This is an optimization exercise on Yosys and OpenROAD, whose aim is small area, a short achievable clock period and few clock cycles, not a production implementation. RTL that was checked went through simulation tests only; none was proved equivalent to the original. No driver is modelled on the clock port, so clock power and skew are understated where the tree is cut down; a real chip needs a root buffer or a tree.

==> indigo <==
==> flow/design.v <==
`timescale 1ps/1ps
module Conv(
    input clk,
    input rst,
    input in_st,
    input [7:0] din,
    output reg [15:0] dout,
    output reg out_st
);
reg [7:0] pix [0:14];
reg [9:0] upart, vreg, va;
reg [11:0] hpart;
reg [10:0] r_sr [0:9];
wire [11:0] hfull = hpart + {2'b00, vreg};
wire [10:0] hsum = hfull[11:1];
reg [6:0] cnt;
integer i;
always @(posedge clk) begin
    pix[0] <= din;
    for (i = 1; i < 15; i = i + 1)
        pix[i] <= pix[i-1];
    upart <= {1'b0, pix[6], 1'b0} + {2'b00, pix[14]};
    vreg <= upart + {2'b00, din};
    va <= vreg;
    hpart <= {1'b0, vreg, 1'b0} + {2'b00, va};
    r_sr[0] <= hsum;
    for (i = 1; i < 10; i = i + 1)
        r_sr[i] <= r_sr[i-1];
end
reg [10:0] rsel;
always @(*) begin
    if (cnt >= 7'd30 && cnt < 7'd36)      rsel = r_sr[9];
    else if (cnt >= 7'd36 && cnt < 7'd42) rsel = r_sr[7];
    else if (cnt >= 7'd42 && cnt < 7'd48) rsel = r_sr[5];
    else if (cnt >= 7'd48 && cnt < 7'd54) rsel = r_sr[3];
    else if (cnt >= 7'd54 && cnt < 7'd60) rsel = r_sr[1];
    else                                   rsel = hsum;
end
always @(posedge clk) begin
    dout <= {5'b00000, rsel};
end
always @(posedge clk) begin
    if (rst) begin
        cnt <= 7'd0;
        out_st <= 1'b0;
    end
    else begin
        if (in_st)
            cnt <= 7'd1;
        else if (cnt != 7'd0)
            cnt <= cnt + 7'd1;
        out_st <= (cnt == 7'd29);
    end
end
endmodule
==> flow/flow/run.sh <==
#!/bin/bash
# Standard ORFS layout, except that the clock tree is built by flow/mantree.tcl
# (four root buffers, each driving four leaf buffers) instead of ORFS's CTS,
# and synthesis leaves adders to ABC instead of mapping them to full-adder cells.
set -euo pipefail
HERE=$(cd "$(dirname "${BASH_SOURCE[0]}")" && pwd)
export PRE_CTS_TCL=$HERE/pre_cts.tcl
export MT_NX=4 MT_NY=4 MT_NROOT=4 MT_LEAF=sky130_fd_sc_hd__clkbuf_8 MT_ROOT=sky130_fd_sc_hd__clkbuf_8
bash standard.sh finish ADDER_MAP_FILE= > orfs_flow.log 2>&1
==> flow/flow/mantree.tcl <==
proc mantree_build {} {
  set nleafx [expr {[info exists ::env(MT_NX)] ? $::env(MT_NX) : 2}]
  set nleafy [expr {[info exists ::env(MT_NY)] ? $::env(MT_NY) : 5}]
  set leafm  [expr {[info exists ::env(MT_LEAF)] ? $::env(MT_LEAF) : "sky130_fd_sc_hd__clkbuf_16"}]
  set rootm  [expr {[info exists ::env(MT_ROOT)] ? $::env(MT_ROOT) : "sky130_fd_sc_hd__clkbuf_16"}]
  set nroot  [expr {[info exists ::env(MT_NROOT)] ? $::env(MT_NROOT) : 1}]
  set db [ord::get_db]
  set block [ord::get_db_block]
  set clknet [$block findNet clk]
  set vdd [$block findNet VDD]
  set vss [$block findNet VSS]
  set sinks {}
  foreach it [$clknet getITerms] {
    set inst [$it getInst]
    set bb [$inst getBBox]
    set x [expr {([$bb xMin] + [$bb xMax]) / 2}]
    set y [expr {([$bb yMin] + [$bb yMax]) / 2}]
    lappend sinks [list $x $y $it]
  }
  set n [llength $sinks]
  puts "mantree: $n clock sinks, $nleafx x $nleafy leaves"
  # columns by x
  set sx [lsort -integer -index 0 $sinks]
  set groups {}
  for {set c 0} {$c < $nleafx} {incr c} {
    set a [expr {$c * $n / $nleafx}]
    set b [expr {($c + 1) * $n / $nleafx - 1}]
    set col [lsort -integer -index 1 [lrange $sx $a $b]]
    set m [llength $col]
    for {set r 0} {$r < $nleafy} {incr r} {
      set a2 [expr {$r * $m / $nleafy}]
      set b2 [expr {($r + 1) * $m / $nleafy - 1}]
      lappend groups [lrange $col $a2 $b2]
    }
  }
  set lm [$db findMaster $leafm]
  set rm [$db findMaster $rootm]
  set rootnets {}
  for {set q 0} {$q < $nroot} {incr q} {
    set rn [odb::dbNet_create $block clknet_root_$q]
    $rn setSigType CLOCK
    lappend rootnets $rn
    set sumx($q) 0; set sumy($q) 0; set cnt($q) 0
  }
  set k 0
  foreach g $groups {
    set q [expr {($k / $nleafy) * $nroot / $nleafx}]
    set rootnet [lindex $rootnets $q]
    set gx 0; set gy 0
    foreach s $g { incr gx [lindex $s 0]; incr gy [lindex $s 1] }
    set gx [expr {$gx / [llength $g]}]
    set gy [expr {$gy / [llength $g]}]
    set buf [odb::dbInst_create $block $lm clkbuf_leaf_$k]
    $buf setLocation [expr {$gx - [$lm getWidth] / 2}] [expr {$gy - [$lm getHeight] / 2}]
    $buf setPlacementStatus PLACED
    [$buf findITerm VPWR] connect $vdd
    [$buf findITerm VPB] connect $vdd
    [$buf findITerm VGND] connect $vss
    [$buf findITerm VNB] connect $vss
    set net [odb::dbNet_create $block clknet_leaf_$k]
    $net setSigType CLOCK
    [$buf findITerm A] connect $rootnet
    [$buf findITerm X] connect $net
    foreach s $g {
      set it [lindex $s 2]
      $it disconnect
      $it connect $net
    }
    incr sumx($q) $gx; incr sumy($q) $gy; incr cnt($q)
    incr k
  }
  for {set q 0} {$q < $nroot} {incr q} {
  set rootnet [lindex $rootnets $q]
  set rx [expr {$sumx($q) / $cnt($q)}]
  set ry [expr {$sumy($q) / $cnt($q)}]
  set root [odb::dbInst_create $block $rm clkbuf_root_$q]
  $root setLocation [expr {$rx - [$rm getWidth] / 2}] [expr {$ry - [$rm getHeight] / 2}]
  $root setPlacementStatus PLACED
  [$root findITerm VPWR] connect $vdd
  [$root findITerm VPB] connect $vdd
  [$root findITerm VGND] connect $vss
  [$root findITerm VNB] connect $vss
  [$root findITerm A] connect $clknet
  [$root findITerm X] connect $rootnet
  puts "mantree: root $q at $rx $ry, $cnt($q) leaves"
  }
  $clknet setSigType CLOCK
}
==> flow/flow/pre_cts.tcl <==
# Runs before ORFS's CTS step: build the two-level clock tree by hand, then
# make the step's clock_tree_synthesis call only switch to propagated clocks.
source [file join [file dirname [info script]] mantree.tcl]
mantree_build
rename clock_tree_synthesis {}
proc clock_tree_synthesis {args} {
  puts "clock tree built by mantree.tcl; skipping clock_tree_synthesis $args"
  set_propagated_clock [all_clocks]
}
==> flow/standard.sh <==
#!/bin/bash
# synth_recipe.tcl (not shown) runs the flow's synth.tcl, then flattens the netlist and writes it again
# the make line also repeats each setting of config.mk as NAME=value (left out here)
make -C /OpenROAD-flow-scripts/flow DESIGN_CONFIG=/design/flow/config.mk WORK_HOME=/design/flow/orfs CLKGATE_MAP_FILE= SYNTH_SCRIPT=/design/flow/synth_recipe.tcl "${@:-finish}"
==> flow/config.mk <==
export PLATFORM = sky130hd
export DESIGN_NAME = Conv
export DESIGN_NICKNAME = Conv
export VERILOG_FILES = /design/flow/design.v
export SDC_FILE = /design/flow/constraint.sdc
export NUM_CORES = 4
export LEC_CHECK = 0
export ABC_AREA = 1
export CAP_MARGIN = 20
export CORE_MARGIN = 2
export CORE_UTILIZATION = 40
export SETUP_SLACK_MARGIN = 4.0
export SLEW_MARGIN = 20
==> flow/constraint.sdc <==
create_clock -name core_clock -period 6.0 [get_ports {clk}]
set_input_delay 1.2000 -clock core_clock [delete_from_list [all_inputs] [get_ports {clk}]]
set_output_delay 1.2000 -clock core_clock [all_outputs]
set_load 0.01 [all_outputs]
==> inputs of nickel, as changes to indigo <==
==> flow/design.v (replaced) <==
`timescale 1ps/1ps
module Conv(
    input clk,
    input rst,
    input in_st,
    input [7:0] din,
    output reg [15:0] dout,
    output reg out_st
);
reg [7:0] pix [0:15];
reg [9:0] upart, vreg, va;
reg [11:0] hpart;
reg [10:0] r_sr [0:9];
wire [12:0] hfull = add12(hpart, {2'b00, vreg});
wire [10:0] hsum = hfull[11:1];
reg [6:0] cnt;
integer i;
function [12:0] add12;
    input [11:0] a;
    input [11:0] b;
    integer i, k;
    reg [3:0] s0, s1;
    reg k0, k1, c, p;
    begin
        c = 1'b0;
        for (k = 0; k < 3; k = k + 1) begin
            k0 = 1'b0;
            k1 = 1'b1;
            for (i = 0; i < 4; i = i + 1) begin
                p = a[4*k+i] ^ b[4*k+i];
                s0[i] = p ^ k0;
                s1[i] = p ^ k1;
                k0 = (a[4*k+i] & b[4*k+i]) | (k0 & p);
                k1 = (a[4*k+i] & b[4*k+i]) | (k1 & p);
            end
            add12[4*k +: 4] = c ? s1 : s0;
            c = c ? k1 : k0;
        end
        add12[12] = c;
    end
endfunction
always @(posedge clk) begin
    pix[0] <= din;
    for (i = 1; i < 16; i = i + 1)
        pix[i] <= pix[i-1];
    upart <= add12({3'b000, pix[7], 1'b0}, {4'b0000, pix[15]});
    vreg <= add12({2'b00, upart}, {4'b0000, pix[0]});
    va <= vreg;
    hpart <= add12({1'b0, vreg, 1'b0}, {2'b00, va});
    r_sr[0] <= hsum;
    for (i = 1; i < 10; i = i + 1)
        r_sr[i] <= r_sr[i-1];
end
wire row5 = (cnt < 7'd31) || (cnt >= 7'd61);
reg [10:0] rdel;
always @(*) begin
    if (cnt < 7'd37)      rdel = r_sr[9];
    else if (cnt < 7'd43) rdel = r_sr[7];
    else if (cnt < 7'd49) rdel = r_sr[5];
    else if (cnt < 7'd55) rdel = r_sr[3];
    else                  rdel = r_sr[1];
end
wire [10:0] rsel = row5 ? hsum : rdel;
always @(posedge clk) begin
    dout <= {5'b00000, rsel};
end
always @(posedge clk) begin
    if (rst) begin
        cnt <= 7'd0;
        out_st <= 1'b0;
    end
    else begin
        if (in_st)
            cnt <= 7'd1;
        else if (cnt != 7'd0)
            cnt <= cnt + 7'd1;
        out_st <= (cnt == 7'd30);
    end
end
endmodule
==> flow/flow/run.sh (replaced) <==
#!/bin/bash
# Standard ORFS layout with these changes:
#  - the clock tree is built by flow/mantree.tcl (four root buffers, each
#    driving four leaf buffers) instead of ORFS's CTS;
#  - synthesis leaves adders to ABC instead of mapping them to full-adder cells;
#  - every input and output port gets a buf_2 buffer (instead of the slow
#    delay buffer buffer_ports picks by default); timing repair may resize it.
set -euo pipefail
HERE=$(cd "$(dirname "${BASH_SOURCE[0]}")" && pwd)
export PRE_CTS_TCL=$HERE/pre_cts.tcl
export MT_NX=4 MT_NY=4 MT_NROOT=4 MT_LEAF=sky130_fd_sc_hd__clkbuf_8 MT_ROOT=sky130_fd_sc_hd__clkbuf_8
bash standard.sh finish ADDER_MAP_FILE= \
  "BUFFER_PORTS_ARGS=-buffer_cell sky130_fd_sc_hd__buf_2" > orfs_flow.log 2>&1
--- a/flow/flow/mantree.tcl
+++ b/flow/flow/mantree.tcl
@@ -45,6 +45,11 @@
   set k 0
   foreach g $groups {
-    set q [expr {($k / $nleafy) * $nroot / $nleafx}]
-    set rootnet [lindex $rootnets $q]
+    if {$nroot == 0} {
+      set q 0
+      set rootnet $clknet
+    } else {
+      set q [expr {($k / $nleafy) * $nroot / $nleafx}]
+      set rootnet [lindex $rootnets $q]
+    }
     set gx 0; set gy 0
     foreach s $g { incr gx [lindex $s 0]; incr gy [lindex $s 1] }
@@ -67,5 +72,5 @@
       $it connect $net
     }
-    incr sumx($q) $gx; incr sumy($q) $gy; incr cnt($q)
+    if {$nroot > 0} { incr sumx($q) $gx; incr sumy($q) $gy; incr cnt($q) }
     incr k
   }
--- a/flow/config.mk
+++ b/flow/config.mk
@@ -9,5 +9,5 @@
 export CAP_MARGIN = 20
 export CORE_MARGIN = 2
-export CORE_UTILIZATION = 40
+export CORE_UTILIZATION = 65
 export SETUP_SLACK_MARGIN = 4.0
 export SLEW_MARGIN = 20
==> inputs of xenon, as changes to indigo <==
==> flow/design.v (replaced) <==
`timescale 1ps/1ps
module Conv(
    input clk,
    input rst,
    input in_st,
    input [7:0] din,
    output reg [15:0] dout,
    output reg out_st
);
reg [7:0] pix [0:16];
reg [9:0] vreg, va, vb;
reg [10:0] r_sr [0:10];
reg [6:0] cnt;
integer i;
always @(posedge clk) begin
    pix[0] <= din;
    for (i = 1; i < 17; i = i + 1)
        pix[i] <= pix[i-1];
    vreg <= {2'b00, pix[0]} + {1'b0, pix[8], 1'b0} + {2'b00, pix[16]};
    va <= vreg;
    vb <= va;
    r_sr[0] <= ({2'b00, vreg} + {1'b0, va, 1'b0} + {2'b00, vb}) >> 1;
    for (i = 1; i < 11; i = i + 1)
        r_sr[i] <= r_sr[i-1];
end
reg [10:0] rsel;
always @(*) begin
    if (cnt >= 7'd32 && cnt < 7'd38)      rsel = r_sr[10];
    else if (cnt >= 7'd38 && cnt < 7'd44) rsel = r_sr[8];
    else if (cnt >= 7'd44 && cnt < 7'd50) rsel = r_sr[6];
    else if (cnt >= 7'd50 && cnt < 7'd56) rsel = r_sr[4];
    else if (cnt >= 7'd56 && cnt < 7'd62) rsel = r_sr[2];
    else                                   rsel = r_sr[0];
end
always @(posedge clk) begin
    dout <= {5'b00000, rsel};
end
always @(posedge clk) begin
    if (rst) begin
        cnt <= 7'd0;
        out_st <= 1'b0;
    end
    else begin
        if (in_st)
            cnt <= 7'd1;
        else if (cnt != 7'd0)
            cnt <= cnt + 7'd1;
        out_st <= (cnt == 7'd31);
    end
end
endmodule
==> flow/run.sh (new file) <==
#!/bin/bash
# synth_recipe.tcl (not shown) runs the flow's synth.tcl, then flattens the netlist and writes it again
# the make line also repeats each setting of config.mk as NAME=value (left out here)
make -C /OpenROAD-flow-scripts/flow DESIGN_CONFIG=/design/flow/config.mk WORK_HOME=/design/flow/orfs CLKGATE_MAP_FILE= SYNTH_SCRIPT=/design/flow/synth_recipe.tcl finish
--- a/flow/config.mk
+++ b/flow/config.mk
@@ -6,8 +6,6 @@
 export NUM_CORES = 4
 export LEC_CHECK = 0
-export ABC_AREA = 1
 export CAP_MARGIN = 20
 export CORE_MARGIN = 2
 export CORE_UTILIZATION = 40
-export SETUP_SLACK_MARGIN = 4.0
 export SLEW_MARGIN = 20
removed: flow/flow/run.sh
removed: flow/flow/mantree.tcl
removed: flow/flow/pre_cts.tcl
removed: flow/standard.sh
==> flow_summary_export.csv <==
group,metric,value,unit
status,outcome,"complete, no violations",
floorplanning,rows,51,
grt,grt_pass1_wl,18100,um
cells_and_area,fillerInstances,1726,
cells_and_area,drive_above_1_share,10.26,%
timing,holdWs,0.3207,ns
placement,pre_cts_ws,3.464,ns
timing,period_share,42.96,%
cells_and_area,layout.area.seq,6126,sq um
power_and_ir_drop,p_sw_share,24.96,%
cells_and_area,largest_reg_flops,136,
yosys,synth.top_cell.area_share,76.42,%
clocking,clk_pin_slew_worst_paths,0.06,ns
floorplanning,taps,265,
That was xenon.
==> flow_summary_export.csv <==
group,metric,value,unit
cells_and_area,largest_reg_flops,128,
timing,period_share,32.86,%
floorplanning,rows,40,
yosys,synth.top_cell.area_share,75.68,%
clocking,clk_pin_slew_worst_paths,0.11,ns
cells_and_area,fillerInstances,842,
grt,grt_pass1_wl,17360,um
status,outcome,"complete, no violations",
cells_and_area,layout.area.seq,6000,sq um
cells_and_area,drive_above_1_share,15.12,%
That was nickel.
==> flow_summary_export.csv <==
group,metric,value,unit
clocking,clk_pin_slew_worst_paths,0.11,ns
yosys,synth.top_cell.area_share,70.44,%
floorplanning,rows,52,
floorplanning,taps,270,
drt,drtPass1Iterations,6,
placement,pre_cts_ws,2.958,ns
grt,grt_pass1_wl,19260,um
yosys,synth_top_flop_cell,"dfxtp_1",
cells_and_area,layout.area.seq,5829,sq um
cells_and_area,fillerInstances,1934,
status,outcome,"complete, no violations",
cells_and_area,largest_reg_flops,120,
power_and_ir_drop,p_sw_share,29.59,%
timing,holdWs,0.3266,ns
That was indigo.
Testbench counts of nickel, summed over its fixed seeds: cycles 6,264.
Testbench counts of xenon, summed over its fixed seeds: cycles 6,272.
Function not checked in indigo: the RTL went through the layout flow alone. The clock cells of indigo and nickel come from the design's own scripts or RTL, not from TritonCTS.

==> what the ideal ports hide <==
The results above use ideal ports. As a check the final layouts listed here were re-extracted and re-timed, cells and wires unchanged. Step 1, drivers: a clkbuf_16 drives clk and a buf_2 each remaining input, both assumed. Step 2 times the ports against the registers' clock, not the clock port: input delays grow and output delays shrink by t, the midpoint of the rising clock arrivals with the driver on. Slacks: no drivers / after step 1 / after step 2; pairs: no drivers / after step 1.
| run | shift t [ns] | setup slack, ns | pins driven straight from the clock port |
|---|---|---|---|
| indigo | 0.379 | 3.962 / 3.976 / 3.598 | 4 |
| nickel | 0.369 | 4.028 / 3.970 / 4.042 | 4 |
| xenon | 0.559 | 3.422 / 3.380 / 3.435 | 1 |
After both steps setup and hold are still met in every run listed. The setup slack of indigo, which loses most, moves by +0.014 ns with the drivers and by -0.364 ns with both steps.
